From an optimization exercise on the open Yosys and OpenROAD flow, aimed at small area; shortcuts taken in it are not production practice.
At most, simulation tests tie the RTL to the original design; equivalence was not proved.
No functional check of the RTL was part of runs 6 to 8.
Power is estimated from default activity; no workload was simulated.

==> flow/design.v <==
module crc_check(
input clk,
input rstn,
input start,
output done
);
reg [5:0] cnt;
wire low_zero = (cnt[4:0] == 5'd0);
wire fb = (cnt[5] ^ cnt[4]) & ~low_zero;
always @(posedge clk or negedge rstn)
if (~rstn)
    cnt <= 6'd0;
else if (start)
    cnt <= 6'b000011;
else
    cnt <= {cnt[4:0], fb};
assign done = cnt[5] & low_zero;
endmodule
module Protocol_analysis(
input sck,
input [40:0] pay_bits,
input vld,
input crc_zero,
input rstn,
output [40:0] payload,
output pvld
);
reg [40:0] payload_r;
reg ok;
reg pvld_r;
wire done;
always @(posedge sck)
if (vld) begin
    payload_r <= pay_bits;
    ok        <= crc_zero & ~done;
end
always @(posedge sck or negedge rstn)
if (!rstn)
    pvld_r <= 1'b0;
else
    pvld_r <= done & ok;
crc_check u_crc_check(
.clk(sck),
.rstn(rstn),
.start(vld),
.done(done)
);
assign payload = payload_r;
assign pvld    = pvld_r;
endmodule
module Spi_to_pnb_trans(
output sdo
);
assign sdo = 1'b0;
endmodule
module Spi_to_pnb_rev(
input sck,
input cs,
input sdi,
output [40:0] pay_bits,
output vld,
output crc_zero
);
reg [80:0] data_r;
reg [7:0]  crc_r;
always @(posedge sck) begin
    data_r[80:65] <= data_r[79:64];
    if (cs) begin
        data_r[64:0] <= 65'b0;
        crc_r        <= 8'b0;
    end else begin
        data_r[64:0] <= {data_r[63:0], sdi};
        crc_r        <= {crc_r[6:0], 1'b0}
                      ^ (crc_r[7]    ? 8'h07 : 8'h00)
                      ^ (data_r[7]   ? 8'h80 : 8'h00)
                      ^ (data_r[64]  ? 8'h13 : 8'h00);
    end
end
assign vld      = (data_r[80:65] == 16'h55ab) && (data_r[7:0] == 8'haa);
assign crc_zero = (crc_r == 8'd0);
assign pay_bits = data_r[56:16];
endmodule
module Spi_to_pnb_top(
inter_fpga_comms_cs,
inter_fpga_comms_sdo,
inter_fpga_comms_sck,
rst_n,
inter_fpga_comms_sdi,
payload,
pvld
);
input inter_fpga_comms_cs, inter_fpga_comms_sdo, inter_fpga_comms_sck, rst_n;
output inter_fpga_comms_sdi;
output [40:0] payload;
output pvld;
wire [40:0] pay_bits;
wire vld;
wire crc_zero;
Spi_to_pnb_rev u_spi_to_pnb_rev(
    .sck(inter_fpga_comms_sck),
    .cs(inter_fpga_comms_cs),
    .sdi(inter_fpga_comms_sdo),
    .pay_bits(pay_bits),
    .vld(vld),
    .crc_zero(crc_zero)
);
Spi_to_pnb_trans u_spi_to_pnb_trans(
    .sdo(inter_fpga_comms_sdi)
);
Protocol_analysis u_protocol_analysis(
    .sck(inter_fpga_comms_sck),
    .pay_bits(pay_bits),
    .vld(vld),
    .crc_zero(crc_zero),
    .rstn(rst_n),
    .payload(payload),
    .pvld(pvld)
);
endmodule
==> flow/run.sh <==
#!/bin/bash
# synth_recipe.tcl (not shown) runs the flow's synth.tcl, then flattens the netlist and writes it again
# the make line also repeats each setting of config.mk as NAME=value (left out here)
make -C /OpenROAD-flow-scripts/flow DESIGN_CONFIG=/design/flow/config.mk WORK_HOME=/design/flow/orfs CLKGATE_MAP_FILE= SYNTH_SCRIPT=/design/flow/synth_recipe.tcl finish
==> flow/config.mk <==
export PLATFORM = sky130hd
export DESIGN_NAME = Spi_to_pnb_top
export DESIGN_NICKNAME = Spi_to_pnb_top
export VERILOG_FILES = /design/flow/design.v
export SDC_FILE = /design/flow/constraint.sdc
export NUM_CORES = 4
export LEC_CHECK = 0
export CAP_MARGIN = 20
export CORE_MARGIN = 2
export CORE_UTILIZATION = 40
export SLEW_MARGIN = 20
==> flow/constraint.sdc <==
create_clock -name core_clock -period 10.0 [get_ports {inter_fpga_comms_sck}]
set_input_delay 2.0000 -clock core_clock [delete_from_list [all_inputs] [get_ports {inter_fpga_comms_sck}]]
set_output_delay 2.0000 -clock core_clock [all_outputs]
set_load 0.01 [all_outputs]
==> results of run 1 <==
-- sequential cells by signal, indices dropped and copies added (netlist names) --
name / flops
u_protocol_analysis.ok: 1
u_protocol_analysis.payload_r: 41
u_protocol_analysis.pvld_r: 1
u_protocol_analysis.u_crc_check.cnt: 6
u_spi_to_pnb_rev.crc_r: 8
u_spi_to_pnb_rev.data_r: 81
-- kinds of logic after synthesis --
kind of cell              Yosys count  synth area share
other                               1          0.000945
AOI/OAI and AO/OA                   7            0.0132
and+or+nand+nor                    90             0.155
DFF                               138             0.811
buffers and inverters               9           0.00946
xor gates and xnor gates            5            0.0110
-- worst paths after layout --
kind / slack, ns / start / depth (start not counted) / end
setup / recovery: 6.60 / u_protocol_analysis.payload_r[39] / 1 / payload[39]
hold / removal: 0.35 / u_spi_to_pnb_rev.data_r[69] / 0 / u_spi_to_pnb_rev.data_r[70]
setup reg to reg: 7.71 / u_spi_to_pnb_rev.data_r[67] / 3 / u_protocol_analysis.payload_r[36]
hold reg to reg: 0.35 / u_spi_to_pnb_rev.data_r[69] / 0 / u_spi_to_pnb_rev.data_r[70]
max in group asynchronous: 8.04 / rst_n / 1 / u_protocol_analysis.u_crc_check.cnt[2]
min in group asynchronous: 1.73 / rst_n / 1 / u_protocol_analysis.u_crc_check.cnt[1]
-- report_power, final --
part,total [µW],switching (µW),internal (µW),leakage [µW]
Combinational,6.62,5.00,1.62,0.000427
Sequential,575,0.311,574,0.00126
Clock,577,223,355,0.000273
-- cells in the mapped netlist --
cell type	n	area share
nand2_1	2	0.0019
nor2_1	5	0.0047
and3_1	1	0.0016
a21boi_1	1	0.0019
a221o_1	1	0.0025
nor4_4	2	0.011
nand4b_1	1	0.0022
xnor2_1	4	0.0088
a21o_1	1	0.0019
nand4bb_1	3	0.0085
conb_1	1	0.00094
dfxtp_1	89	0.45
clkbuf_1	8	0.0076
xor2_1	1	0.0022
edfxtp_1	42	0.32
nor2b_1	71	0.11
a21oi_1	1	0.0013
and2_1	1	0.0016
nor4_1	3	0.0047
dfrtp_1	7	0.044
buf_4	1	0.0019
a21boi_0	3	0.0057
nand4bb_4	1	0.0069
-- through the flow --
step           utilization  cell area, µm²  setup slack [ns]  power [µW]  instances
3_3_place_gp         0.470            4550              7.09         593        420
4_1_cts              0.528            5120              6.57        1170        452
5_1_grt              0.528            5120              6.53        1200        452
3_5_place_dp         0.470            4550              7.06         593        420
6_report             0.528            5120              6.60        1160        452
2_1_floorplan            -            3970              7.28         591        250
-- layer usage --
metal  routed length (µm)  vias to the layer above  part of all wire  track usage
li1                     -                      946                 -            -
met1                 2440                      876              0.47        0.125
met2                 2250                       51              0.44        0.153
met3                  341                       13             0.066       0.0617
met4                  111                        0             0.022       0.0637
met5                    0                        -                 0            0
-- cell type report --
cell class,count,area [µm²],share of cell area
Clock buffer,18,418,0.0817
Clock inverter,14,146,0.0286
Multi-Input combinational cell,103,716,0.140
Sequential cell,138,3220,0.629
Tap cell,133,166,0.0325
Timing Repair Buffer,46,453,0.0885
==> summary.md, run 1 <==
| Metric | Value |
|---|---|
| Post-DP HPWL | `2.98 mm` |
| Fin Setup TNS | `0 ns` |
| Tot GR Track Use | `0.107` |
| 1st-pass router iterations | `4` |
| Period Utilization, post-route | `0.340` |
| # setup viols final | `0` |
| Post-CTS Setup Bufs | `0` |
| Mapped Cells | `250` |
| Vias in the first global route | `1865` |
| CP top delay family | `buffers and inverters` |
| Max cap viols | `0` |
| DR iter-0 viols | `83` |
| Clock skew | `0.00509 ns` |
| Mean post-synth cell area | `15.9 µm²` |
| Vias | `1886` |
| Worst slew margin | `0.366` |
| Crit path cell chain | `clkdlybuf4s50_1` |
| Final WL | `5.15 mm` |
| Outcome | `finished clean` |
| LEAKAGE | `0.00196 µW` |
| Share of layout cells above drive strength 1 | `0.113` |
| Die W | `104 µm` |
| Core Area | `9680 µm²` |
| Row cnt | `36` |
| CP max FO | `1` |
| Total grt overflow | `0` |
| Initial antenna violation count | `0` |
| Routability cong. | `0.687` |
| Cell Area, Synth | `3970 µm²` |
| Final hold slack | `0.347 ns` |
| Worst setup SP type | `flop` |
| Final hold violations | `0` |
| Pin count of the biggest net entering global routing | `74` |
| CTS tree | `done` |
| Number of filler cells placed in the layout | `797` |
| Sink Count | `138` |
| First-pass GRT wire length | `8.69 mm` |
| Commonest non-fill, non-tap cell in the layout | `dfxtp_1` |
| H-tree Lvls | `4` |
| Layout area overhead | `28.9%` |
| Critical path arrival | `1.40 ns` |
| Post-CTS resize count | `0` |
| Final Critical Period | `3.40 ns` |
| Critical-path top delay cell | `clkdlybuf4s50_1` |
| CTS Hold Buffers Added | `0` |
| CP bufs+invs | `1` |
| Worst path max stage delay | `0.54 ns` |
| Max frequency | `0.294 GHz` |
| Ports | `47` |
| CTS buffer count | `17` |
| Starting Density | `0.410` |
| Ys Warns | `3` |
| Seq cells post-synth | `138` |
| Ant diodes | `0` |
| PwrDens | `226 nW/µm²` |
| Max-slew violation count | `0` |
| Port Buf Inserts | `45` |
| Clock slew at reported path FFs | `0.06 ns` |
| Die height | `104 µm` |
| CP required | `8.00 ns` |
| WL/cell | `11.4 µm` |
| Post-Syn Nets | `254` |
| Register area share after synthesis | `0.811` |
| Layout Nets | `310` |
| WS Path Type | `flop to output pin` |
| Clock root buffer | `clkbuf_8` |
| Synth unique cells | `23` |
| RSZ-0062 raised after global routing | `no` |
| Most frequent cells in the layout | `dfxtp_1, nor2b_1, clkdlybuf4s50_1, edfxtp_1, clkbuf_16` |
| Antenna Nets Post-Route | `0` |
| Hold WC Path Type | `flop to flop` |
| CTS Buffer Depth | `2` |
| IR drop worst, VDD | `0.0960 mV` |
| Clk Latency, worst-skew pair | `0.51 ns` |
| Crit path capture type | `output pin` |
| Via density per instance | `4.17` |
| Die area | `10700 µm²` |
| Final routed DRC violation total | `0` |
| Worst slew pin tran | `0.950 ns` |
==> run 2: changes to the inputs <==
==> flow/flow/run.sh (new file) <==
#!/bin/bash
# Standard ORFS layout (the standard.sh, unchanged synthesis) with:
#  - port buffers of the smallest buffer cell instead of the default pick,
#  - clock tree built from small clock buffers, without dummy load cells.
set -euo pipefail
cd "$(dirname "$0")/.."
export BUFFER_PORTS_ARGS="-buffer_cell sky130_fd_sc_hd__buf_1"
export CTS_ARGS="-sink_clustering_enable -repair_clock_nets -dont_use_dummy_load -buf_list {sky130_fd_sc_hd__clkbuf_1 sky130_fd_sc_hd__clkbuf_2 sky130_fd_sc_hd__clkbuf_4}"
bash standard.sh > flow_standard.log 2>&1
==> flow/standard.sh (new file) <==
#!/bin/bash
# synth_recipe.tcl (not shown) runs the flow's synth.tcl, then flattens the netlist and writes it again
# the make line also repeats each setting of config.mk as NAME=value (left out here)
make -C /OpenROAD-flow-scripts/flow DESIGN_CONFIG=/design/flow/config.mk WORK_HOME=/design/flow/orfs CLKGATE_MAP_FILE= SYNTH_SCRIPT=/design/flow/synth_recipe.tcl "${@:-finish}"
removed: flow/run.sh
==> summary.md, run 2 <==
| Metric | Value |
|---|---|
| Critical path arrival | `1.04 ns` |
| LEAKAGE | `0.00166 µW` |
| CTS Hold Buffers Added | `0` |
| Worst R2R End | `u_protocol_analysis.payload_r[0]` |
| Max FFs per register | `81` |
| First-pass GRT wire length | `8.40 mm` |
| Final hold slack | `0.328 ns` |
| Total power | `807 µW` |
| CTS buffer count | `17` |
| Core Area | `9680 µm²` |
| Vias | `1841` |
| Crit path cell chain | `buf_1` |
| 1st-pass router iterations | `3` |
| Commonest non-fill, non-tap cell in the layout | `dfxtp_1` |
| Clock root buffer | `clkbuf_4` |
| CTS tree | `done` |
| Via density per instance | `4.21` |
| Worst slew margin | `0.370` |
| CP bufs+invs | `1` |
| CP max FO | `1` |
| Die height | `104 µm` |
| Layout Nets | `310` |
| H-tree Lvls | `4` |
| Synth unique cells | `23` |
| Post-Syn Nets | `254` |
| Max frequency | `0.329 GHz` |
| Final Critical Period | `3.04 ns` |
| WL/cell | `11.1 µm` |
| Largest regs | `u_spi_to_pnb_rev.data_r: 81 flops, u_protocol_analysis.payload_r: 41 flops, u_spi_to_pnb_rev.crc_r: 8 flops` |
| Seq cells post-synth | `138` |
| Max-slew violation count | `0` |
| # setup viols final | `0` |
| Pin count of the biggest net entering global routing | `74` |
| Max cap viols | `0` |
| IR drop worst, VDD | `0.0514 mV` |
| Register area share after synthesis | `0.811` |
| CP required | `8.00 ns` |
| Async set or reset register ratio after synthesis | `0.0507` |
| Cell Area, Synth | `3970 µm²` |
| Final hold violations | `0` |
| DR iter-0 viols | `70` |
| Mapped Cells | `250` |
| Most frequent cells in the layout | `dfxtp_1, nor2b_1, buf_1, edfxtp_1, clkbuf_4` |
| Period Utilization, post-route | `0.304` |
| Tot GR Track Use | `0.103` |
| WS Path Type | `flop to output pin` |
| Sink Count | `138` |
| Final routed DRC violation total | `0` |
| R2r worst-path depth | `3` |
| Layout area overhead | `11.0%` |
| Worst slew pin tran | `0.946 ns` |
| Antenna Nets Post-Route | `0` |
| Ys flop type | `dfxtp_1` |
| Row cnt | `36` |
| Share of layout cells above drive strength 1 | `0.0757` |
| Initial antenna violation count | `0` |
| Count leader, synth | `dfxtp_1` |
| Final WL | `4.84 mm` |
| Worst setup SP type | `flop` |
| Post-DP HPWL | `2.91 mm` |
| Clock slew at reported path FFs | `0.11 ns` |
| RSZ-0062 raised after global routing | `no` |
| Port Buf Inserts | `45` |
| Die W | `104 µm` |
| CTS Buffer Depth | `2` |
| Hold path depth | `0` |
| Clock skew | `0.0384 ns` |
| Routability cong. | `0.639` |
| Synth top area share | `0.449` |
| Vias in the first global route | `1796` |
| Most frequent cells after synthesis | `dfxtp_1, nor2b_1, edfxtp_1` |
| Ant diodes | `0` |
| Synth top area cells | `dfxtp_1, edfxtp_1, nor2b_1, dfrtp_1, nor4_4` |
| Mean post-synth cell area | `15.9 µm²` |
| Number of flops mapped to enable cells by yosys | `42` |
| PwrDens | `183 nW/µm²` |
| Die area | `10700 µm²` |
| Worst path max stage delay | `0.41 ns` |
| Starting Density | `0.410` |
| Critical-path top delay cell | `edfxtp_1` |
| CP top delay family | `flip-flops` |
| Ports | `47` |
| Critical R2R Launch | `u_spi_to_pnb_rev.data_r[71]` |
| Outcome | `finished clean` |
| Clk Latency, worst-skew pair | `0.51 ns` |
| Crit path capture type | `output pin` |
| Post-CTS resize count | `0` |
| WHS Endpoint | `u_spi_to_pnb_rev.data_r[68]` |
| Ys Warns | `3` |
| HP Start | `u_spi_to_pnb_rev.data_r[67]` |
| Post-CTS Setup Bufs | `0` |
| Total grt overflow | `0` |
| R2r setup slk | `7.73 ns` |
| Biggest register | `u_spi_to_pnb_rev.data_r` |
| Final Core Density | `0.455` |
| Hold WC Path Type | `flop to flop` |
| Fin Setup TNS | `0 ns` |
| Leading area contributor after synthesis | `dfxtp_1` |
-- run 2: changes by cell type in the layout (fill, tap and decap cells not counted), sizes merged --
cell	delta
bufinv	-2
inv	-2
clkdlybuf4s50	-44
clkinv	-8
clkinvlp	-2
buf	+43
-- run 2: routing by layer --
layer / GRT usage / part of all wire / vias up
met1: 0.126 / 0.50 / 838
met2: 0.142 / 0.42 / 54
met3: 0.0592 / 0.066 / 10
met4: 0.0550 / 0.019 / 0
met5: 0 / 0 / -
li1: - / - / 939
-- run 2: worst reg2reg max path: stages (launching register included) --
cell and delay (ns):
dfxtp_1 0.33, nand4bb_4 0.22, nor4_4 0.43, and2_2 0.86
-- run 2: layout make-up --
class	count	area (µm²)
flip-flops and latches	138	3220
clock buffers	17	128
well taps	133	166
fillers	865	5280
repair buffers	46	178
multi-input cells	103	716
-- run 2: how the worst max path moves through the flow --
stage | from | endpoint | slack (ns) | depth (start not counted)
after global placement | inter_fpga_comms_cs | u_spi_to_pnb_rev.data_r[60] | 7.08 | 3
after floorplan | inter_fpga_comms_cs | u_spi_to_pnb_rev.crc_r[1] | 7.28 | 3
final | u_protocol_analysis.payload_r[39] | payload[39] | 6.96 | 1
after global routing | u_protocol_analysis.payload_r[39] | payload[39] | 6.86 | 1
after CTS | u_protocol_analysis.payload_r[39] | payload[39] | 6.90 | 1
after detailed placement | inter_fpga_comms_cs | u_spi_to_pnb_rev.data_r[57] | 7.05 | 3
-- run 2: cells by family after synthesis --
group                  after synthesis  synth area share
flip-flops                         138             0.811
AND/OR/NAND/NOR                     90             0.155
buffers and inverters                9           0.00946
AO/OA/AOI/OAI                        7            0.0132
XOR/XNOR                             5            0.0110
other                                1          0.000945
-- run 2: through the flow --
step	std cells	worst slack (ns)	instance area, µm²
after detailed placement	420	7.05	4280
after global routing	437	6.86	4410
final	437	6.96	4410
after CTS	437	6.90	4410
after floorplan	250	7.28	3970
after global placement	420	7.08	4280
-- run 2: power by group --
group          switching (µW)  internal (µW)  leakage, µW
logic                    4.99           1.10     0.000321
registers               0.278            573      0.00126
clock network             149           77.7    0.0000782
==> run 3: changes to the inputs <==
--- a/flow/design.v
+++ b/flow/design.v
@@ -64,18 +64,22 @@
 reg [80:0] data_r;
 reg [7:0]  crc_r;
+reg [5:0]  tmr;
+wire full = &tmr;
 always @(posedge sck) begin
-    data_r[80:65] <= data_r[79:64];
+    data_r[80:8] <= data_r[79:7];
     if (cs) begin
-        data_r[64:0] <= 65'b0;
-        crc_r        <= 8'b0;
+        data_r[7:0] <= 8'b0;
+        crc_r       <= 8'b0;
+        tmr         <= 6'b111000;
     end else begin
-        data_r[64:0] <= {data_r[63:0], sdi};
-        crc_r        <= {crc_r[6:0], 1'b0}
-                      ^ (crc_r[7]    ? 8'h07 : 8'h00)
-                      ^ (data_r[7]   ? 8'h80 : 8'h00)
-                      ^ (data_r[64]  ? 8'h13 : 8'h00);
+        data_r[7:0] <= {data_r[6:0], sdi};
+        crc_r       <= {crc_r[6:0], 1'b0}
+                     ^ (crc_r[7]            ? 8'h07 : 8'h00)
+                     ^ (data_r[7]           ? 8'h80 : 8'h00)
+                     ^ ((data_r[64] & full) ? 8'h13 : 8'h00);
+        tmr         <= {tmr[4:0], (tmr[5] ^ tmr[4]) | full};
     end
 end
-assign vld      = (data_r[80:65] == 16'h55ab) && (data_r[7:0] == 8'haa);
+assign vld      = full && (data_r[80:65] == 16'h55ab) && (data_r[7:0] == 8'haa);
 assign crc_zero = (crc_r == 8'd0);
 assign pay_bits = data_r[56:16];
--- a/flow/config.mk
+++ b/flow/config.mk
@@ -6,6 +6,7 @@
 export NUM_CORES = 4
 export LEC_CHECK = 0
+export ABC_AREA = 1
 export CAP_MARGIN = 20
 export CORE_MARGIN = 2
-export CORE_UTILIZATION = 40
+export CORE_UTILIZATION = 60
 export SLEW_MARGIN = 20
==> summary.md, run 3 <==
| Metric | Value |
|---|---|
| Antenna Nets Post-Route | `0` |
| Period Utilization, post-route | `0.300` |
| DR iter-0 viols | `72` |
| Worst setup SP type | `flop` |
| Register area share after synthesis | `0.861` |
| Routability cong. | `0.754` |
| Outcome | `finished clean` |
| HP Start | `u_spi_to_pnb_rev.data_r[25]` |
| Sink Count | `144` |
| CP required | `8.00 ns` |
| Final routed DRC violation total | `0` |
| Crit path cell chain | `buf_1` |
| CTS Hold Buffers Added | `0` |
| Cell Area, Synth | `3880 µm²` |
| CP bufs+invs | `1` |
| Port Buf Inserts | `45` |
| Final Critical Period | `3.00 ns` |
| Mapped Cells | `265` |
| CTS tree | `done` |
| H-tree Lvls | `4` |
| WS Path Type | `flop to output pin` |
| Worst slew pin tran | `0.837 ns` |
| Total power | `836 µW` |
| Vias | `1820` |
| Number of filler cells placed in the layout | `468` |
| Synth top area share | `0.490` |
| Max cap viols | `0` |
| CTS buffer count | `17` |
| Ports | `47` |
| Synth unique cells | `23` |
| Crit path capture type | `output pin` |
| Layout Nets | `332` |
| Largest regs | `u_spi_to_pnb_rev.data_r: 81 flops, u_protocol_analysis.payload_r: 41 flops, u_spi_to_pnb_rev.crc_r: 8 flops` |
| Die area | `7120 µm²` |
| Synth top area cells | `dfxtp_1, edfxtp_1, dfrtp_1, nor2_1, inv_1` |
| Share of layout cells above drive strength 1 | `0.0769` |
| Clock slew at reported path FFs | `0.12 ns` |
| Core Area | `6310 µm²` |
| Ys flop type | `dfxtp_1` |
| Most frequent cells in the layout | `dfxtp_1, buf_1, edfxtp_1, nor2_1, inv_1` |
| Via density per instance | `4.53` |
| Die W | `84.4 µm` |
| Ys Warns | `3` |
| IR drop worst, VDD | `0.172 mV` |
| Number of flops mapped to enable cells by yosys | `42` |
| Most frequent cells after synthesis | `dfxtp_1, edfxtp_1, nor2_1` |
| Commonest non-fill, non-tap cell in the layout | `dfxtp_1` |
| Clk Latency, worst-skew pair | `0.48 ns` |
| CTS Buffer Depth | `2` |
| Final WL | `4.69 mm` |
| # setup viols final | `0` |
| Clock root buffer | `clkbuf_4` |
| Worst slew margin | `0.442` |
| Max frequency | `0.333 GHz` |
| First-pass GRT wire length | `7.65 mm` |
| R2r worst-path depth | `6` |
| CP Depth | `1` |
| RSZ-0062 raised after global routing | `no` |
| Count leader, synth | `dfxtp_1` |
| PwrDens | `196 nW/µm²` |
| Crit path to | `payload[6]` |
| LEAKAGE | `0.00160 µW` |
| CP top delay family | `flip-flops` |
| Biggest register | `u_spi_to_pnb_rev.data_r` |
| Final hold violations | `0` |
| Pin count of the biggest net entering global routing | `41` |
| Final hold slack | `0.313 ns` |
| Vias in the first global route | `1695` |
| Die height | `84.4 µm` |
| Post-CTS resize count | `0` |
| Max-slew violation count | `0` |
| Starting Density | `0.614` |
| Initial antenna violation count | `0` |
| Critical R2R Launch | `u_spi_to_pnb_rev.tmr[4]` |
| Hold WC Path Type | `flop to flop` |
| Post-DP HPWL | `2.88 mm` |
| Fin Setup TNS | `0 ns` |
| Row cnt | `29` |
| 1st-pass router iterations | `4` |
| Worst path max stage delay | `0.41 ns` |
| Critical path arrival | `1.00 ns` |
| Total grt overflow | `0` |
| Ant diodes | `0` |
| Clock skew | `0.0388 ns` |
| Layout area overhead | `9.94%` |
| Critical-path top delay cell | `edfxtp_1` |
| Mean post-synth cell area | `14.6 µm²` |
| Post-CTS Setup Bufs | `0` |
| Max FFs per register | `81` |
| CP max FO | `1` |
| Post-Syn Nets | `270` |
| R2r setup slk | `8.03 ns` |
| Async set or reset register ratio after synthesis | `0.0486` |
| Seq cells post-synth | `144` |
| WL/cell | `11.7 µm` |
| Leading area contributor after synthesis | `dfxtp_1` |
| Crit path launch | `u_protocol_analysis.payload_r[6]` |
| Worst R2R End | `u_protocol_analysis.payload_r[27]` |
| Tot GR Track Use | `0.144` |
[run 3: changes by cell type after synthesis, sizes merged, moves of 6 or more]
cell | previous run | this run
nor2b | 71 | 0
nor2 | 5 | 40
inv | 0 | 29
nand2 | 2 | 27
clkbuf | 8 | 2
dfxtp | 89 | 95
[run 3: area by class of cell]
cell class | count | area [µm²] | area share
clock buffer | 17 | 128 | 0.0299
inverter | 29 | 109 | 0.0255
multi-input combinational | 89 | 415 | 0.0974
sequential | 144 | 3340 | 0.783
tap | 77 | 96.3 | 0.0226
timing repair buffer | 46 | 176 | 0.0414
[run 3: cells by family (layout without fill, tap and decap cells)]
family,Yosys count,count (layout),share of synthesized area
xor gates and xnor gates,2,2,0.00452
adders and majority gates,1,1,0.00323
buffers and inverters,32,92,0.0319
AOI/OAI and AO/OA,4,4,0.00516
other,1,1,0.000967
and+or+nand+nor,81,81,0.0933
DFF,144,144,0.861
[run 3: how the worst min path moves through the flow]
| stage | slack, ns | cells after the start | endpoint |
|---|---|---|---|
| final | 0.31 | 0 | u_spi_to_pnb_rev.data_r[26] |
| after global routing | 0.31 | 0 | u_spi_to_pnb_rev.data_r[24] |
| after CTS | 0.32 | 0 | u_spi_to_pnb_rev.data_r[26] |
| after detailed placement | 0.31 | 0 | u_spi_to_pnb_rev.data_r[10] |
| after global placement | 0.31 | 0 | u_spi_to_pnb_rev.data_r[64] |
| after floorplan | 0.31 | 0 | u_spi_to_pnb_rev.data_r[10] |
[run 3: report_power, final]
part | internal [µW] | leakage [µW] | switching, µW
registers | 600 | 0.00125 | 1.45
clock network | 78.0 | 0.0000782 | 151
logic | 1.58 | 0.000267 | 3.47
[run 3: layer usage]
layer | wire (µm) | vias to the layer above | track usage
li1 | - | 952 | -
met1 | 2330 | 821 | 0.184
met2 | 2010 | 40 | 0.200
met3 | 278 | 7 | 0.0777
met4 | 78 | 0 | 0.0736
met5 | 0 | - | 0
[run 3: metrics by stage]
step / instance area [µm²] / worst slack (ns) / instances / utilization
floorplan: 3880 / 7.43 / 265 / -
global placement: 4140 / 6.99 / 385 / 0.655
detailed placement: 4140 / 6.98 / 385 / 0.655
CTS: 4260 / 6.95 / 402 / 0.675
global route: 4260 / 6.88 / 402 / 0.675
finish: 4260 / 7.00 / 402 / 0.675
==> run 4: changes to the inputs <==
--- a/flow/config.mk
+++ b/flow/config.mk
@@ -6,5 +6,4 @@
 export NUM_CORES = 4
 export LEC_CHECK = 0
-export ABC_AREA = 1
 export CAP_MARGIN = 20
 export CORE_MARGIN = 2
==> summary.md, run 4 <==
| Metric | Value |
|---|---|
| Outcome | `finished clean` |
| Clock skew | `0.0332 ns` |
| Port Buf Inserts | `45` |
| 1st-pass router iterations | `4` |
| Post-DP HPWL | `3.06 mm` |
| Die height | `83.7 µm` |
| WL/cell | `13.9 µm` |
| Commonest non-fill, non-tap cell in the layout | `dfxtp_1` |
| Max cap viols | `0` |
| Ports | `47` |
| Tot GR Track Use | `0.153` |
| Max-slew violation count | `0` |
| Register area share after synthesis | `0.876` |
| Sw Pwr | `154 µW` |
| Final Critical Period | `3.02 ns` |
| DR iter-0 viols | `63` |
| Max frequency | `0.331 GHz` |
| Fin area | `4190 µm²` |
| Post-Syn Nets | `213` |
| Pin count of the biggest net entering global routing | `43` |
| Post-CTS Setup Bufs | `0` |
| Critical-path top delay cell | `edfxtp_1` |
| Cell Area, Synth | `3810 µm²` |
| Worst setup SP type | `flop` |
| Worst slew pin tran | `0.991 ns` |
| Hold WC Path Type | `flop to flop` |
| Vias in the first global route | `1717` |
| Biggest register | `u_spi_to_pnb_rev.data_r` |
| Vias | `1713` |
| Die area | `7000 µm²` |
| CTS Buffer Depth | `2` |
| Fin Setup TNS | `0 ns` |
| Synth top area cells | `dfxtp_1, edfxtp_1, dfrtp_1, nor2b_1, nand4bb_1` |
| Post-CTS resize count | `0` |
| Switch share | `0.185` |
| CP max FO | `1` |
| Placed Area | `4060 µm²` |
| # setup viols final | `0` |
| RSZ-0062 raised after global routing | `no` |
| Clk Latency, worst-skew pair | `0.48 ns` |
| Ys Warns | `3` |
| Sequential power share | `0.720` |
| Final Core Density | `0.671` |
| Largest regs | `u_spi_to_pnb_rev.data_r: 81 flops, u_protocol_analysis.payload_r: 41 flops, u_spi_to_pnb_rev.crc_r: 8 flops` |
| Most frequent cells in the layout | `dfxtp_1, buf_1, edfxtp_1, clkbuf_4, nor2b_1` |
| Final WL | `4.77 mm` |
| First-pass GRT wire length | `8.05 mm` |
| CTS buffer count | `17` |
| Synth unique cells | `29` |
| Period Utilization, post-route | `0.302` |
| Internal power | `679 µW` |
| Ys flop type | `dfxtp_1` |
| H-tree Lvls | `4` |
| Worst path max stage delay | `0.39 ns` |
| Crit path capture type | `output pin` |
| Core Area | `6240 µm²` |
| CTS Hold Buffers Added | `0` |
| Critical path arrival | `1.02 ns` |
| Initial antenna violation count | `0` |
| Most frequent cells after synthesis | `dfxtp_1, edfxtp_1, nor2b_1` |
| Final hold violations | `0` |
| Routability cong. | `0.655` |
| Mapped Cells | `208` |
| Count leader, synth | `dfxtp_1` |
| Die W | `83.7 µm` |
| Clock slew at reported path FFs | `0.11 ns` |
| Clock root buffer | `clkbuf_4` |
| Number of flops mapped to enable cells by yosys | `42` |
| Layout Nets | `274` |
| Antenna Nets Post-Route | `0` |
| Seq cells post-synth | `144` |
| Final routed DRC violation total | `0` |
| Logic gate share of total power | `0.006` |
| Placed cell count | `327` |
| PwrDens | `199 nW/µm²` |
| Async set or reset register ratio after synthesis | `0.0486` |
| Worst slew margin | `0.339` |
| Row cnt | `29` |
| Max FFs per register | `81` |
| Starting Density | `0.610` |
| Clk pwr share | `0.274` |
| IR drop worst, VDD | `0.118 mV` |
| Leading area contributor after synthesis | `dfxtp_1` |
| Crit path cell chain | `buf_1` |
| Final Non-Filler Cells | `344` |
| WS Path Type | `flop to output pin` |
| Sink Count | `144` |
| Mean post-synth cell area | `18.3 µm²` |
| LEAKAGE | `0.00146 µW` |
| CP bufs+invs | `1` |
| Layout area overhead | `9.95%` |
| Share of layout cells above drive strength 1 | `0.0936` |
| Synth top area share | `0.499` |
| CP top delay family | `flip-flops` |
| CTS tree | `done` |
| Total grt overflow | `0` |
| Ant diodes | `0` |
| Via density per instance | `4.98` |
| CP required | `8.00 ns` |
| Final hold slack | `0.323 ns` |
[run 4: kinds of logic (layout without fill, tap and decap cells)]
| group | count (synthesis) | after routing | synth area share |
|---|---|---|---|
| xor+xnor | 3 | 3 | 0.00690 |
| compound gates | 14 | 14 | 0.0243 |
| other cells | 1 | 1 | 0.000985 |
| buf+inv | 3 | 62 | 0.00394 |
| fa+ha+maj | 1 | 1 | 0.00328 |
| flops | 144 | 144 | 0.876 |
| simple gates | 42 | 42 | 0.0841 |
[run 4: power by group through the flow]
stage / Combinational, µW / Clock (µW) / Sequential, µW
2_1_floorplan: 3.77 / 0 / 613
3_3_place_gp: 4.49 / 0 / 613
3_5_place_dp: 4.95 / 0 / 613
4_1_cts: 4.94 / 238 / 600
5_1_grt: 5.63 / 258 / 600
6_report: 4.89 / 229 / 600
[run 4: routing by layer]
metal	global-route usage	vias to the layer above	part of all wire
met5	0	-	0
met4	0.0806	0	0.013
met3	0.0742	6	0.064
met2	0.220	52	0.47
met1	0.194	814	0.45
li1	-	841	-
[run 4: final timing paths]
| path | startpoint | to | slack (ns) | depth (start not counted) |
|---|---|---|---|---|
| max | u_protocol_analysis.payload_r[31] | payload[31] | 6.98 | 1 |
| min | u_spi_to_pnb_rev.data_r[41] | u_spi_to_pnb_rev.data_r[42] | 0.32 | 0 |
| max reg2reg | u_spi_to_pnb_rev.tmr[4] | u_protocol_analysis.payload_r[2] | 7.65 | 4 |
| min reg2reg | u_spi_to_pnb_rev.data_r[41] | u_spi_to_pnb_rev.data_r[42] | 0.32 | 0 |
| max in group asynchronous | rst_n | u_protocol_analysis.pvld_r | 8.34 | 1 |
| min in group asynchronous | rst_n | u_protocol_analysis.u_crc_check.cnt[3] | 1.39 | 1 |
[run 4: layout make-up]
| class | count | area [µm²] |
|---|---|---|
| Sequential cell | 144 | 3340 |
| Multi-Input combinational cell | 61 | 457 |
| Fill cell | 454 | 2050 |
| Tap cell | 77 | 96.3 |
| Clock buffer | 17 | 128 |
| Timing Repair Buffer | 45 | 169 |
[run 4: through the flow]
stage | power [µW] | worst slack, ns
2_1_floorplan | 617 | 7.43
3_3_place_gp | 618 | 7.19
3_5_place_dp | 618 | 7.12
4_1_cts | 843 | 6.92
5_1_grt | 864 | 6.89
6_report | 833 | 6.98
==> run 5: changes to the inputs <==
--- a/flow/flow/run.sh
+++ b/flow/flow/run.sh
@@ -6,4 +6,4 @@
 cd "$(dirname "$0")/.."
 export BUFFER_PORTS_ARGS="-buffer_cell sky130_fd_sc_hd__buf_1"
-export CTS_ARGS="-sink_clustering_enable -repair_clock_nets -dont_use_dummy_load -buf_list {sky130_fd_sc_hd__clkbuf_1 sky130_fd_sc_hd__clkbuf_2 sky130_fd_sc_hd__clkbuf_4}"
+export CTS_ARGS="-sink_clustering_enable -repair_clock_nets -dont_use_dummy_load -buf_list {sky130_fd_sc_hd__clkbuf_2 sky130_fd_sc_hd__clkbuf_4 sky130_fd_sc_hd__clkbuf_8}"
 bash standard.sh > flow_standard.log 2>&1
--- a/flow/config.mk
+++ b/flow/config.mk
@@ -8,4 +8,4 @@
 export CAP_MARGIN = 20
 export CORE_MARGIN = 2
-export CORE_UTILIZATION = 60
+export CORE_UTILIZATION = 40
 export SLEW_MARGIN = 20
==> summary.md, run 5 <==
| Metric | Value |
|---|---|
| Outcome | `finished clean` |
| Layout area overhead | `14.5%` |
| Max FFs per register | `81` |
| Die W | `102 µm` |
| CP bufs+invs | `1` |
| Share of layout cells above drive strength 1 | `0.0936` |
| Worst setup SP type | `flop` |
| Final Critical Period | `2.95 ns` |
| Final WL | `4.60 mm` |
| Crit path launch | `u_protocol_analysis.payload_r[11]` |
| Hold WC Path Type | `flop to flop` |
| Mapped Cells | `208` |
| Placed Area | `4130 µm²` |
| # setup viols final | `0` |
| Sw Pwr | `164 µW` |
| Initial antenna violation count | `0` |
| CP required | `8.00 ns` |
| Vias | `1709` |
| Tot GR Track Use | `0.0993` |
| Total power | `915 µW` |
| R2r setup slk | `7.64 ns` |
| Internal power | `751 µW` |
| Period Utilization, post-route | `0.295` |
| Clock slew at reported path FFs | `0.08 ns` |
| R2r worst-path depth | `4` |
| Register area share after synthesis | `0.876` |
| Sink Count | `144` |
| Critical R2R Launch | `u_spi_to_pnb_rev.tmr[4]` |
| 1st-pass router iterations | `4` |
| Final routed DRC violation total | `0` |
| Layout Nets | `274` |
| Mean post-synth cell area | `18.3 µm²` |
| Async set or reset register ratio after synthesis | `0.0486` |
| Clk Latency, worst-skew pair | `0.43 ns` |
| Most frequent cells after synthesis | `dfxtp_1, edfxtp_1, nor2b_1` |
| Critical-path top delay cell | `edfxtp_1` |
| Most frequent cells in the layout | `dfxtp_1, buf_1, edfxtp_1, clkbuf_8, nor2b_1` |
| First-pass GRT wire length | `7.34 mm` |
| Count leader, synth | `dfxtp_1` |
| H-tree Lvls | `4` |
| Fin Setup TNS | `0 ns` |
| Synth unique cells | `29` |
| Worst slew margin | `0.344` |
| Post-DP HPWL | `2.83 mm` |
| Row cnt | `35` |
| PwrDens | `210 nW/µm²` |
| Synth top area cells | `dfxtp_1, edfxtp_1, dfrtp_1, nor2b_1, nand4bb_1` |
| Synth top area share | `0.499` |
| Vias in the first global route | `1613` |
| Largest regs | `u_spi_to_pnb_rev.data_r: 81 flops, u_protocol_analysis.payload_r: 41 flops, u_spi_to_pnb_rev.crc_r: 8 flops` |
| Post-CTS Setup Bufs | `0` |
| Leading area contributor after synthesis | `dfxtp_1` |
| Clk pwr share | `0.338` |
| CP top delay family | `flip-flops` |
| Post-CTS resize count | `0` |
| Max-slew violation count | `0` |
| Placed cell count | `379` |
| Clock skew | `0.0393 ns` |
| Core Area | `9240 µm²` |
| Number of flops mapped to enable cells by yosys | `42` |
| Worst R2R End | `u_protocol_analysis.payload_r[4]` |
| Fin area | `4360 µm²` |
| Max frequency | `0.339 GHz` |
| Ys Warns | `3` |
| CTS Hold Buffers Added | `0` |
| Total grt overflow | `0` |
| Final Non-Filler Cells | `396` |
| Worst slew pin tran | `0.984 ns` |
| WL/cell | `11.6 µm` |
| RSZ-0062 raised after global routing | `no` |
| Ys flop type | `dfxtp_1` |
| Pin count of the biggest net entering global routing | `43` |
| CP max FO | `1` |
| Worst path max stage delay | `0.38 ns` |
| IR drop worst, VDD | `0.105 mV` |
| Biggest register | `u_spi_to_pnb_rev.data_r` |
| DR iter-0 viols | `24` |
| Seq cells post-synth | `144` |
| Post-Syn Nets | `213` |
| Crit path capture type | `output pin` |
| CTS Buffer Depth | `2` |
| Via density per instance | `4.32` |
| Starting Density | `0.412` |
| WS Path Type | `flop to output pin` |
| Final hold slack | `0.312 ns` |
| Crit path cell chain | `buf_1` |
| CP Depth | `1` |
| Ant diodes | `0` |
| LEAKAGE | `0.00150 µW` |
| Hold path depth | `0` |
| CTS tree | `done` |
| CTS buffer count | `17` |
| Port Buf Inserts | `45` |
| Clock root buffer | `clkbuf_8` |
| Final hold violations | `0` |
| Critical path arrival | `0.95 ns` |
| Max cap viols | `0` |
| Antenna Nets Post-Route | `0` |
| Logic gate share of total power | `0.005` |
| Die area | `10300 µm²` |
| Crit path to | `payload[11]` |
| Ports | `47` |
| Commonest non-fill, non-tap cell in the layout | `dfxtp_1` |
| Cell Area, Synth | `3810 µm²` |
| Sequential power share | `0.656` |
| Switch share | `0.179` |
| Die height | `102 µm` |
| Routability cong. | `0.730` |
[run 5: cell count changes in the layout (fill, tap and decap cells not counted)]
cell      delta
clkbuf_4    -17
clkbuf_8    +17
[run 5: power groups by stage]
| stage | combinational [µW] | clock (µW) | sequential (µW) |
|---|---|---|---|
| 6_report | 4.96 | 309 | 601 |
| 5_1_grt | 5.78 | 347 | 601 |
| 4_1_cts | 5.05 | 323 | 601 |
| 3_5_place_dp | 5.02 | 0 | 613 |
| 3_3_place_gp | 4.79 | 0 | 613 |
| 2_1_floorplan | 3.77 | 0 | 613 |
[run 5: through the flow]
step / util / setup WS, ns
detailed placement: 0.446 / 7.09
finish: 0.472 / 7.05
CTS: 0.472 / 7.00
global route: 0.472 / 6.98
global placement: 0.446 / 7.12
floorplan: - / 7.43
[run 5: cell type report]
type	count	area (µm²)
fill	796	4880
sequential	144	3340
timing repair buffer	45	169
tap	129	161
clock buffer	17	234
multi-input combinational	61	457
[run 5: per-layer routing]
layer / up-vias / track usage / part of all wire
met3: 10 / 0.0649 / 0.079
li1: 836 / - / -
met2: 66 / 0.138 / 0.43
met4: 0 / 0.0561 / 0.015
met5: - / 0 / 0
met1: 797 / 0.115 / 0.48
[run 5: worst min path at each step]
stage | startpoint | end
final | u_spi_to_pnb_rev.data_r[12] | u_spi_to_pnb_rev.data_r[13]
after global routing | u_spi_to_pnb_rev.data_r[12] | u_spi_to_pnb_rev.data_r[13]
after CTS | u_spi_to_pnb_rev.data_r[12] | u_spi_to_pnb_rev.data_r[13]
after detailed placement | u_spi_to_pnb_rev.data_r[62] | u_spi_to_pnb_rev.data_r[63]
after global placement | u_spi_to_pnb_rev.data_r[9] | u_spi_to_pnb_rev.data_r[10]
after floorplan | u_spi_to_pnb_rev.data_r[9] | u_spi_to_pnb_rev.data_r[10]
[run 5: cells by family (layout without fill, tap and decap cells)]
logic type | count (synthesis) | in the layout | share of synthesized area
buffers and inverters | 3 | 62 | 0.00394
XOR/XNOR | 3 | 3 | 0.00690
flip-flops | 144 | 144 | 0.876
other | 1 | 1 | 0.000985
AO/OA/AOI/OAI | 14 | 14 | 0.0243
adder cells (fa/ha/maj) | 1 | 1 | 0.00328
AND/OR/NAND/NOR | 42 | 42 | 0.0841
==> run 6: changes to the inputs <==
--- a/flow/design.v
+++ b/flow/design.v
@@ -19,5 +19,6 @@
 module Protocol_analysis(
 input sck,
-input [40:0] pay_bits,
+input [40:0] pay_now,
+input [40:0] pay_old,
 input vld,
 input crc_zero,
@@ -26,13 +27,13 @@
 output pvld
 );
-reg [40:0] payload_r;
 reg ok;
+reg second_r;
 reg pvld_r;
 wire done;
 always @(posedge sck)
-if (vld) begin
-    payload_r <= pay_bits;
-    ok        <= crc_zero & ~done;
-end
+if (vld)
+    ok <= crc_zero & ~done;
+always @(posedge sck)
+    second_r <= vld;
 always @(posedge sck or negedge rstn)
 if (!rstn)
@@ -46,5 +47,5 @@
 .done(done)
 );
-assign payload = payload_r;
+assign payload = second_r ? pay_now : pay_old;
 assign pvld    = pvld_r;
 endmodule
@@ -58,14 +59,15 @@
 input cs,
 input sdi,
-output [40:0] pay_bits,
+output [40:0] pay_now,
+output [40:0] pay_old,
 output vld,
 output crc_zero
 );
-reg [80:0] data_r;
+reg [114:0] data_r;
 reg [7:0]  crc_r;
 reg [5:0]  tmr;
 wire full = &tmr;
 always @(posedge sck) begin
-    data_r[80:8] <= data_r[79:7];
+    data_r[114:8] <= data_r[113:7];
     if (cs) begin
         data_r[7:0] <= 8'b0;
@@ -83,5 +85,6 @@
 assign vld      = full && (data_r[80:65] == 16'h55ab) && (data_r[7:0] == 8'haa);
 assign crc_zero = (crc_r == 8'd0);
-assign pay_bits = data_r[56:16];
+assign pay_now  = data_r[57:17];
+assign pay_old  = data_r[114:74];
 endmodule
 module Spi_to_pnb_top(
@@ -98,5 +101,6 @@
 output [40:0] payload;
 output pvld;
-wire [40:0] pay_bits;
+wire [40:0] pay_now;
+wire [40:0] pay_old;
 wire vld;
 wire crc_zero;
@@ -105,5 +109,6 @@
     .cs(inter_fpga_comms_cs),
     .sdi(inter_fpga_comms_sdo),
-    .pay_bits(pay_bits),
+    .pay_now(pay_now),
+    .pay_old(pay_old),
     .vld(vld),
     .crc_zero(crc_zero)
@@ -114,5 +119,6 @@
 Protocol_analysis u_protocol_analysis(
     .sck(inter_fpga_comms_sck),
-    .pay_bits(pay_bits),
+    .pay_now(pay_now),
+    .pay_old(pay_old),
     .vld(vld),
     .crc_zero(crc_zero),
--- a/flow/flow/run.sh
+++ b/flow/flow/run.sh
@@ -6,4 +6,4 @@
 cd "$(dirname "$0")/.."
 export BUFFER_PORTS_ARGS="-buffer_cell sky130_fd_sc_hd__buf_1"
-export CTS_ARGS="-sink_clustering_enable -repair_clock_nets -dont_use_dummy_load -buf_list {sky130_fd_sc_hd__clkbuf_2 sky130_fd_sc_hd__clkbuf_4 sky130_fd_sc_hd__clkbuf_8}"
+export CTS_ARGS="-sink_clustering_enable -repair_clock_nets -dont_use_dummy_load -buf_list {sky130_fd_sc_hd__clkbuf_8}"
 bash standard.sh > flow_standard.log 2>&1
--- a/flow/config.mk
+++ b/flow/config.mk
@@ -8,4 +8,4 @@
 export CAP_MARGIN = 20
 export CORE_MARGIN = 2
-export CORE_UTILIZATION = 40
+export CORE_UTILIZATION = 60
 export SLEW_MARGIN = 20
==> summary.md, run 6 <==
| Metric | Value |
|---|---|
| Max cap viols | `0` |
| Max frequency | `0.256 GHz` |
| Outcome | `finished clean` |
| WS Path Type | `flop to output pin` |
| Count leader, synth | `dfxtp_1` |
| Ys flop type | `dfxtp_1` |
| Post-CTS Setup Bufs | `0` |
| Final routed DRC violation total | `0` |
| Worst setup SP type | `flop` |
| Most frequent cells after synthesis | `dfxtp_1, mux2_2, nor2b_1` |
| Via density per instance | `4.87` |
| Die height | `83.0 µm` |
| Routability cong. | `0.670` |
| Layout Nets | `309` |
| CP required | `8.00 ns` |
| Ys Warns | `3` |
| Largest regs | `u_spi_to_pnb_rev.data_r: 115 flops, u_spi_to_pnb_rev.crc_r: 8 flops` |
| Pin count of the biggest net entering global routing | `42` |
| CP max FO | `41` |
| Ant diodes | `0` |
| Worst slew pin tran | `0.931 ns` |
| Max FFs per register | `115` |
| Period Utilization, post-route | `0.391` |
| Async set or reset register ratio after synthesis | `0.0507` |
| First-pass GRT wire length | `8.34 mm` |
| IR drop worst, VDD | `0.158 mV` |
| Worst slew margin | `0.379` |
| Vias in the first global route | `1838` |
| Total grt overflow | `0` |
| Post-Syn Nets | `253` |
| Initial antenna violation count | `0` |
| Starting Density | `0.628` |
| Total power | `866 µW` |
| Ports | `47` |
| Critical path arrival | `1.91 ns` |
| R2r worst-path depth | `3` |
| CTS tree | `done` |
| Biggest register | `u_spi_to_pnb_rev.data_r` |
| Worst path max stage delay | `0.93 ns` |
| Die W | `83.0 µm` |
| Fin Setup TNS | `0 ns` |
| Max-slew violation count | `0` |
| Most frequent cells in the layout | `dfxtp_1, buf_1, mux2_2, clkbuf_8, nor2b_1` |
| Layout area overhead | `12.4%` |
| Mean post-synth cell area | `15.1 µm²` |
| Sequential power share | `0.640` |
| Row cnt | `28` |
| Commonest non-fill, non-tap cell in the layout | `dfxtp_1` |
| Mapped Cells | `248` |
| Vias | `1836` |
| Antenna Nets Post-Route | `0` |
| # setup viols final | `0` |
| CTS Hold Buffers Added | `0` |
| CTS Buffer Depth | `2` |
| Final WL | `4.89 mm` |
| Switch share | `0.187` |
| PwrDens | `206 nW/µm²` |
| Synth top area share | `0.696` |
| Post-CTS resize count | `0` |
| Clock skew | `0.0210 ns` |
| Crit path cell chain | `mux2_2 -> buf_1` |
| Synth unique cells | `33` |
| Logic gate share of total power | `0.005` |
| Clock slew at reported path FFs | `0.06 ns` |
| Clock root buffer | `clkbuf_8` |
| CP Depth | `2` |
| Port Buf Inserts | `45` |
| Synth top area cells | `dfxtp_1, mux2_2, dfrtp_1, nor2b_1, nor4_4` |
| Seq cells post-synth | `138` |
| Number of flops mapped to enable cells by yosys | `1` |
| LEAKAGE | `0.00169 µW` |
| DR iter-0 viols | `76` |
| Hold WC Path Type | `flop to flop` |
| 1st-pass router iterations | `4` |
| CTS buffer count | `17` |
| Sink Count | `138` |
| H-tree Lvls | `4` |
| Tot GR Track Use | `0.158` |
| Critical-path top delay cell | `dfxtp_2` |
| WL/cell | `13.0 µm` |
| CP top delay family | `flip-flops` |
| Final Non-Filler Cells | `377` |
| Share of layout cells above drive strength 1 | `0.222` |
| Leading area contributor after synthesis | `dfxtp_1` |
| Placed cell count | `360` |
| Post-DP HPWL | `3.20 mm` |
| Clk pwr share | `0.355` |
| Crit path capture type | `output pin` |
| Final hold violations | `0` |
| Die area | `6880 µm²` |
| Internal power | `704 µW` |
| Sw Pwr | `162 µW` |
| Cell Area, Synth | `3740 µm²` |
| Hold path depth | `0` |
| Final Critical Period | `3.91 ns` |
| Clk Latency, worst-skew pair | `0.42 ns` |
| Core Area | `5960 µm²` |
| CP bufs+invs | `1` |
| Register area share after synthesis | `0.751` |
| RSZ-0062 raised after global routing | `no` |
[run 6: cell types whose count changed after synthesis, moves of 2 or more]
cell,change
clkbuf_1,+4
dfxtp_1,+35
edfxtp_1,-41
mux2_2,+41
nand4bb_1,-4
or4bb_1,+2
[run 6: logic make-up after synthesis]
| kind of cell | synth area share |
|---|---|
| flip-flops | 0.751 |
| multiplexers | 0.123 |
| AO/OA/AOI/OAI | 0.0251 |
| other | 0.00100 |
| XOR/XNOR | 0.00703 |
| buffers and inverters | 0.0100 |
| AND/OR/NAND/NOR | 0.0793 |
| adder cells (fa/ha/maj) | 0.00335 |
[run 6: path summary, 6_finish.rpt]
path,startpoint,to,slack (ns)
min reg2reg,u_spi_to_pnb_rev.data_r[14],u_spi_to_pnb_rev.data_r[15],0.32
max,u_protocol_analysis.second_r,payload[3],6.09
min,u_spi_to_pnb_rev.data_r[14],u_spi_to_pnb_rev.data_r[15],0.32
max in group asynchronous,rst_n,u_protocol_analysis.u_crc_check.cnt[1],8.23
min in group asynchronous,rst_n,u_protocol_analysis.u_crc_check.cnt[3],1.49
max reg2reg,u_spi_to_pnb_rev.data_r[71],u_protocol_analysis.ok,8.18
[run 6: stage by stage]
step,util,hold WS (ns),area (µm²),setup WS (ns)
final,0.706,0.320,4200,6.09
after global routing,0.706,0.325,4200,5.93
after CTS,0.706,0.324,4200,6.03
after detailed placement,0.667,0.312,3970,6.48
after global placement,0.667,0.311,3970,6.49
after floorplan,-,0.310,3740,6.81
[run 6: final cells by class]
class                      count  area (µm²)
clock buffer                  17         234
fill                         433        1750
inverter                       1        3.75
multi-input combinational    101         895
sequential                   138        2810
tap                           75        93.8
timing repair buffer          45         169
[run 6: power by group through the flow]
stage	clock network, µW	logic, µW	registers [µW]
6_report	308	4.65	554
5_1_grt	344	5.30	554
4_1_cts	320	4.80	554
3_5_place_dp	0	4.79	566
3_3_place_gp	0	4.70	566
2_1_floorplan	0	3.68	566
[run 6: per-layer routing]
metal	global-route usage	vias up	share of wire
met5	0	-	0
met4	0.0760	0	0.0078
met3	0.0775	4	0.051
met2	0.221	37	0.44
met1	0.203	851	0.50
li1	-	944	-
==> run 7: changes to the inputs <==
--- a/flow/flow/run.sh
+++ b/flow/flow/run.sh
@@ -6,4 +6,4 @@
 cd "$(dirname "$0")/.."
 export BUFFER_PORTS_ARGS="-buffer_cell sky130_fd_sc_hd__buf_1"
-export CTS_ARGS="-sink_clustering_enable -repair_clock_nets -dont_use_dummy_load -buf_list {sky130_fd_sc_hd__clkbuf_8}"
+export CTS_ARGS="-sink_clustering_enable -repair_clock_nets -dont_use_dummy_load -buf_list {sky130_fd_sc_hd__clkbuf_1 sky130_fd_sc_hd__clkbuf_2 sky130_fd_sc_hd__clkbuf_4}"
 bash standard.sh > flow_standard.log 2>&1
==> summary.md, run 7 <==
| Metric | Value |
|---|---|
| Pin count of the biggest net entering global routing | `42` |
| CTS Buffer Depth | `2` |
| Synth unique cells | `33` |
| Max-slew violation count | `0` |
| WS Path Type | `flop to output pin` |
| Ys flop type | `dfxtp_1` |
| Commonest non-fill, non-tap cell in the layout | `dfxtp_1` |
| Period Utilization, post-route | `0.399` |
| Crit path capture type | `output pin` |
| Max frequency | `0.251 GHz` |
| CTS buffer count | `17` |
| Ant diodes | `0` |
| RSZ-0062 raised after global routing | `no` |
| Antenna Nets Post-Route | `0` |
| DR iter-0 viols | `56` |
| Register area share after synthesis | `0.751` |
| Max cap viols | `0` |
| Layout area overhead | `9.57%` |
| Outcome | `finished clean` |
| Final hold slack | `0.315 ns` |
| CTS tree | `done` |
| LEAKAGE | `0.00165 µW` |
| Worst slew margin | `0.384` |
| Port Buf Inserts | `45` |
| Hold WC Path Type | `flop to flop` |
| IR drop worst, VDD | `0.155 mV` |
| Biggest register | `u_spi_to_pnb_rev.data_r` |
| Most frequent cells in the layout | `dfxtp_1, buf_1, mux2_2, clkbuf_4, nor2b_1` |
| Mapped Cells | `248` |
| Total grt overflow | `0` |
| Async set or reset register ratio after synthesis | `0.0507` |
| CP max FO | `41` |
| Mean post-synth cell area | `15.1 µm²` |
| PwrDens | `191 nW/µm²` |
| Cell Area, Synth | `3740 µm²` |
| Routability cong. | `0.670` |
| Most frequent cells after synthesis | `dfxtp_1, mux2_2, nor2b_1` |
| H-tree Lvls | `4` |
| Count leader, synth | `dfxtp_1` |
| Number of filler cells placed in the layout | `450` |
| Final WL | `4.85 mm` |
| # setup viols final | `0` |
| Initial antenna violation count | `0` |
| Die W | `83.0 µm` |
| Fin Setup TNS | `0 ns` |
| Ports | `47` |
| Core Area | `5960 µm²` |
| Leading area contributor after synthesis | `dfxtp_1` |
| Clk Latency, worst-skew pair | `0.49 ns` |
| Via density per instance | `4.91` |
| Ys Warns | `3` |
| Clock root buffer | `clkbuf_4` |
| Tot GR Track Use | `0.158` |
| Layout Nets | `309` |
| CTS Hold Buffers Added | `0` |
| Worst slew pin tran | `0.924 ns` |
| Largest regs | `u_spi_to_pnb_rev.data_r: 115 flops, u_spi_to_pnb_rev.crc_r: 8 flops` |
| Final Critical Period | `3.99 ns` |
| Post-CTS resize count | `0` |
| First-pass GRT wire length | `8.22 mm` |
| Final Core Density | `0.688` |
| Sink Count | `138` |
| Starting Density | `0.628` |
| Vias | `1852` |
| 1st-pass router iterations | `5` |
| Post-CTS Setup Bufs | `0` |
| Die area | `6880 µm²` |
| Max FFs per register | `115` |
| Clock skew | `0.0278 ns` |
| Vias in the first global route | `1821` |
| Synth top area cells | `dfxtp_1, mux2_2, dfrtp_1, nor2b_1, nor4_4` |
| Die height | `83.0 µm` |
| Post-DP HPWL | `3.20 mm` |
| Final routed DRC violation total | `0` |
| Number of flops mapped to enable cells by yosys | `1` |
| Worst setup SP type | `flop` |
| Share of layout cells above drive strength 1 | `0.222` |
| Critical path arrival | `1.99 ns` |
| Seq cells post-synth | `138` |
| CP required | `8.00 ns` |
| Clock slew at reported path FFs | `0.12 ns` |
| Post-Syn Nets | `253` |
| Final hold violations | `0` |
| Row cnt | `28` |
| WL/cell | `12.9 µm` |
| Synth top area share | `0.696` |
## run 7: area by class of cell
type / instances / area (µm²) / area share
Inverter: 1 / 3.75 / 0.000916
Timing Repair Buffer: 45 / 169 / 0.0412
Sequential cell: 138 / 2810 / 0.685
Clock buffer: 17 / 128 / 0.0311
Tap cell: 75 / 93.8 / 0.0229
Multi-Input combinational cell: 101 / 895 / 0.218
## run 7: per-stage QoR
step | worst slack [ns] | power [µW] | cells | instance area [µm²]
2_1_floorplan | 6.81 | 569 | 248 | 3740
4_1_cts | 5.93 | 794 | 377 | 4100
3_3_place_gp | 6.49 | 571 | 360 | 3970
5_1_grt | 5.79 | 820 | 377 | 4100
6_report | 6.01 | 783 | 377 | 4100
3_5_place_dp | 6.48 | 571 | 360 | 3970
## run 7: cell families (layout without fill, tap and decap cells)
kind of cell / count (synthesis) / after routing / share of synthesized area
AND/OR/NAND/NOR: 41 / 41 / 0.0793
adder cells (fa/ha/maj): 1 / 1 / 0.00335
other: 1 / 1 / 0.00100
buffers and inverters: 9 / 63 / 0.0100
multiplexers: 41 / 41 / 0.123
XOR/XNOR: 3 / 3 / 0.00703
flip-flops: 138 / 138 / 0.751
AO/OA/AOI/OAI: 14 / 14 / 0.0251
## run 7: layer usage
metal	track usage	wire (µm)
met2	0.224	2200
met5	0	0
met4	0.0626	25
met1	0.197	2350
met3	0.0924	265
## run 7: path summary, 6_finish.rpt
| path | start | end | slack, ns | cells after the start |
|---|---|---|---|---|
| min | u_spi_to_pnb_rev.data_r[37] | u_spi_to_pnb_rev.data_r[38] | 0.31 | 0 |
| max | u_protocol_analysis.second_r | payload[3] | 6.01 | 2 |
| max in group asynchronous | rst_n | u_protocol_analysis.u_crc_check.cnt[5] | 8.31 | 1 |
| max reg2reg | u_spi_to_pnb_rev.data_r[71] | u_protocol_analysis.ok | 8.19 | 3 |
| min in group asynchronous | rst_n | u_protocol_analysis.u_crc_check.cnt[4] | 1.40 | 1 |
| min reg2reg | u_spi_to_pnb_rev.data_r[37] | u_spi_to_pnb_rev.data_r[38] | 0.31 | 0 |
## run 7: report_power, final
part	internal [µW]	leakage (µW)	total, µW	switching [µW]
combinational	1.86	0.000415	4.65	2.79
clock	77.9	0.0000782	225	147
sequential	552	0.00116	553	0.919
## run 7: critical path: stages, from the launching register on
cell and delay (ns):
dfxtp_2 0.94, mux2_2 0.43, buf_1 0.13
==> run 8: changes to the inputs <==
--- a/flow/config.mk
+++ b/flow/config.mk
@@ -6,4 +6,5 @@
 export NUM_CORES = 4
 export LEC_CHECK = 0
+export ABC_CLOCK_PERIOD_IN_PS = 10000
 export CAP_MARGIN = 20
 export CORE_MARGIN = 2
==> summary.md, run 8 <==
| Metric | Value |
|---|---|
| Post-CTS resize count | `0` |
| Starting Density | `0.628` |
| Initial antenna violation count | `0` |
| Clk Latency, worst-skew pair | `0.49 ns` |
| Number of filler cells placed in the layout | `450` |
| Mean post-synth cell area | `15.1 µm²` |
| Register area share after synthesis | `0.751` |
| Seq cells post-synth | `138` |
| Pin count of the biggest net entering global routing | `42` |
| Critical path arrival | `1.99 ns` |
| LEAKAGE | `0.00165 µW` |
| Async set or reset register ratio after synthesis | `0.0507` |
| Layout area overhead | `9.57%` |
| Vias in the first global route | `1821` |
| Synth unique cells | `33` |
| Die height | `83.0 µm` |
| Total power | `783 µW` |
| Hold WC Path Type | `flop to flop` |
| IR drop worst, VDD | `0.155 mV` |
| Ys flop type | `dfxtp_1` |
| # setup viols final | `0` |
| Count leader, synth | `dfxtp_1` |
| CP max FO | `41` |
| Critical-path top delay cell | `dfxtp_2` |
| Biggest register | `u_spi_to_pnb_rev.data_r` |
| PwrDens | `191 nW/µm²` |
| Most frequent cells in the layout | `dfxtp_1, buf_1, mux2_2, clkbuf_4, nor2b_1` |
| Mapped Cells | `248` |
| CP required | `8.00 ns` |
| Most frequent cells after synthesis | `dfxtp_1, mux2_2, nor2b_1` |
| Crit path cell chain | `mux2_2 -> buf_1` |
| Post-Syn Nets | `253` |
| Cell Area, Synth | `3740 µm²` |
| Largest regs | `u_spi_to_pnb_rev.data_r: 115 flops, u_spi_to_pnb_rev.crc_r: 8 flops` |
| WL/cell | `12.9 µm` |
| Post-DP HPWL | `3.20 mm` |
| Final Critical Period | `3.99 ns` |
| Clock slew at reported path FFs | `0.12 ns` |
| Final hold slack | `0.315 ns` |
| Final routed DRC violation total | `0` |
| Ys Warns | `3` |
| Commonest non-fill, non-tap cell in the layout | `dfxtp_1` |
| Sink Count | `138` |
| Share of layout cells above drive strength 1 | `0.222` |
| Max cap viols | `0` |
| CTS Hold Buffers Added | `0` |
| Worst setup SP type | `flop` |
| Worst slew pin tran | `0.924 ns` |
| CTS Buffer Depth | `2` |
| Ports | `47` |
| Die W | `83.0 µm` |
| Number of flops mapped to enable cells by yosys | `1` |
| Tot GR Track Use | `0.158` |
| 1st-pass router iterations | `5` |
| Crit path capture type | `output pin` |
| Synth top area cells | `dfxtp_1, mux2_2, dfrtp_1, nor2b_1, nor4_4` |
| Final WL | `4.85 mm` |
| DR iter-0 viols | `56` |
| Via density per instance | `4.91` |
| Max frequency | `0.251 GHz` |
| CTS buffer count | `17` |
| First-pass GRT wire length | `8.22 mm` |
| Ant diodes | `0` |
| Fin Setup TNS | `0 ns` |
| Routability cong. | `0.670` |
| WS Path Type | `flop to output pin` |
| Total grt overflow | `0` |
| H-tree Lvls | `4` |
| Period Utilization, post-route | `0.399` |
| Layout Nets | `309` |
| Core Area | `5960 µm²` |
| Post-CTS Setup Bufs | `0` |
| Leading area contributor after synthesis | `dfxtp_1` |
| Final hold violations | `0` |
| Synth top area share | `0.696` |
| Max FFs per register | `115` |
| Antenna Nets Post-Route | `0` |
| Vias | `1852` |
| Worst path max stage delay | `0.94 ns` |
| Port Buf Inserts | `45` |
| CP top delay family | `flip-flops` |
| RSZ-0062 raised after global routing | `no` |
| Row cnt | `28` |
| Die area | `6880 µm²` |
| Max-slew violation count | `0` |
| Clock skew | `0.0278 ns` |
| Clock root buffer | `clkbuf_4` |
| Outcome | `finished clean` |
| CTS tree | `done` |
| Worst slew margin | `0.384` |
| CP bufs+invs | `1` |
[run 8: cell counts in the layout (fill, tap and decap cells not counted)]
Identical to the previous run, type by type.
[run 8: per-layer routing]
layer / routed length, µm / GRT usage / vias to the layer above
met2: 2200 / 0.224 / 43
met1: 2350 / 0.197 / 860
met5: 0 / 0 / -
met4: 25 / 0.0626 / 0
li1: - / - / 947
met3: 265 / 0.0924 / 2
[run 8: final timing paths]
check                                                   from                                      to  cells past startpoint  slack (ns)
worst min-delay path             u_spi_to_pnb_rev.data_r[37]             u_spi_to_pnb_rev.data_r[38]                      0        0.31
worst min register to register   u_spi_to_pnb_rev.data_r[37]             u_spi_to_pnb_rev.data_r[38]                      0        0.31
worst max register to register   u_spi_to_pnb_rev.data_r[71]                  u_protocol_analysis.ok                      3        8.19
min in group asynchronous                              rst_n  u_protocol_analysis.u_crc_check.cnt[4]                      1        1.40
worst max-delay path            u_protocol_analysis.second_r                              payload[3]                      2        6.01
max in group asynchronous                              rst_n  u_protocol_analysis.u_crc_check.cnt[5]                      1        8.31
[run 8: cell type report]
class,instances,area (µm²),share of cell area
tap,75,93.8,0.0229
sequential,138,2810,0.685
multi-input combinational,101,895,0.218
inverter,1,3.75,0.000916
timing repair buffer,45,169,0.0412
clock buffer,17,128,0.0311
[run 8: where the power goes]
group | switching, µW | internal, µW
Clock | 147 | 77.9
Combinational | 2.79 | 1.86
Sequential | 0.919 | 552
[run 8: cell families after synthesis]
kind of cell	share of synthesized area
other	0.00100
XOR/XNOR	0.00703
AO/OA/AOI/OAI	0.0251
flip-flops	0.751
multiplexers	0.123
AND/OR/NAND/NOR	0.0793
adder cells (fa/ha/maj)	0.00335
buffers and inverters	0.0100
[run 8: stage by stage]
stage / worst slack, ns / util / cell area, µm² / instances
2_1_floorplan: 6.81 / - / 3740 / 248
5_1_grt: 5.79 / 0.688 / 4100 / 377
3_5_place_dp: 6.48 / 0.667 / 3970 / 360
4_1_cts: 5.93 / 0.688 / 4100 / 377
6_report: 6.01 / 0.688 / 4100 / 377
3_3_place_gp: 6.49 / 0.667 / 3970 / 360

==> static timing again, ports no longer ideal <==
Ports are ideal in the flow. The routed layouts listed here were re-timed in OpenROAD. Step 1 (the two cells are an assumption about what drives the block):
set clk [get_ports {inter_fpga_comms_sck}]
set_driving_cell -lib_cell sky130_fd_sc_hd__clkbuf_16 $clk
set_driving_cell -lib_cell sky130_fd_sc_hd__buf_2 [delete_from_list [all_inputs] $clk]
Step 2 moves the port delays by t, midway between the first and last clock arrival at a register: inputs arrive t later, outputs are due t later. That takes back most of the time a late clock gives input paths. Slacks: ideal ports / drivers / drivers and shift; pairs: ideal ports / drivers.
| run | t (ns) | setup slack, ns | hold WS [ns] | worst setup path after step 2 | clock arrival spread, ns |
|---|---|---|---|---|---|
| run 1 | 0.540 | 6.604 / 6.573 / 7.067 | 0.347 / 0.347 / 0.347 | input to register | 0.005 / 0.005 |
| run 2 | 0.521 | 6.960 / 6.931 / 7.086 | 0.328 / 0.328 / 0.328 | input to register | 0.038 / 0.038 |
| run 3 | 0.488 | 6.998 / 6.971 / 6.976 | 0.313 / 0.313 / 0.313 | input to register | 0.039 / 0.038 |
| run 4 | 0.491 | 6.983 / 6.956 / 7.080 | 0.323 / 0.323 / 0.323 | input to register | 0.042 / 0.042 |
| run 5 | 0.439 | 7.050 / 7.021 / 7.078 | 0.312 / 0.312 / 0.312 | input to register | 0.040 / 0.040 |
| run 6 | 0.429 | 6.087 / 6.059 / 6.488 | 0.320 / 0.320 / 0.320 | register to output | 0.032 / 0.032 |
| run 7 | 0.496 | 6.011 / 5.984 / 6.480 | 0.315 / 0.315 / 0.315 | register to output | 0.045 / 0.045 |
| run 8 | 0.496 | 6.011 / 5.984 / 6.480 | 0.315 / 0.315 / 0.315 | register to output | 0.045 / 0.045 |
After both steps every run listed still meets setup and hold. The setup slack of run 3, which loses most, moves by -0.027 ns with the drivers and by -0.022 ns with both steps.
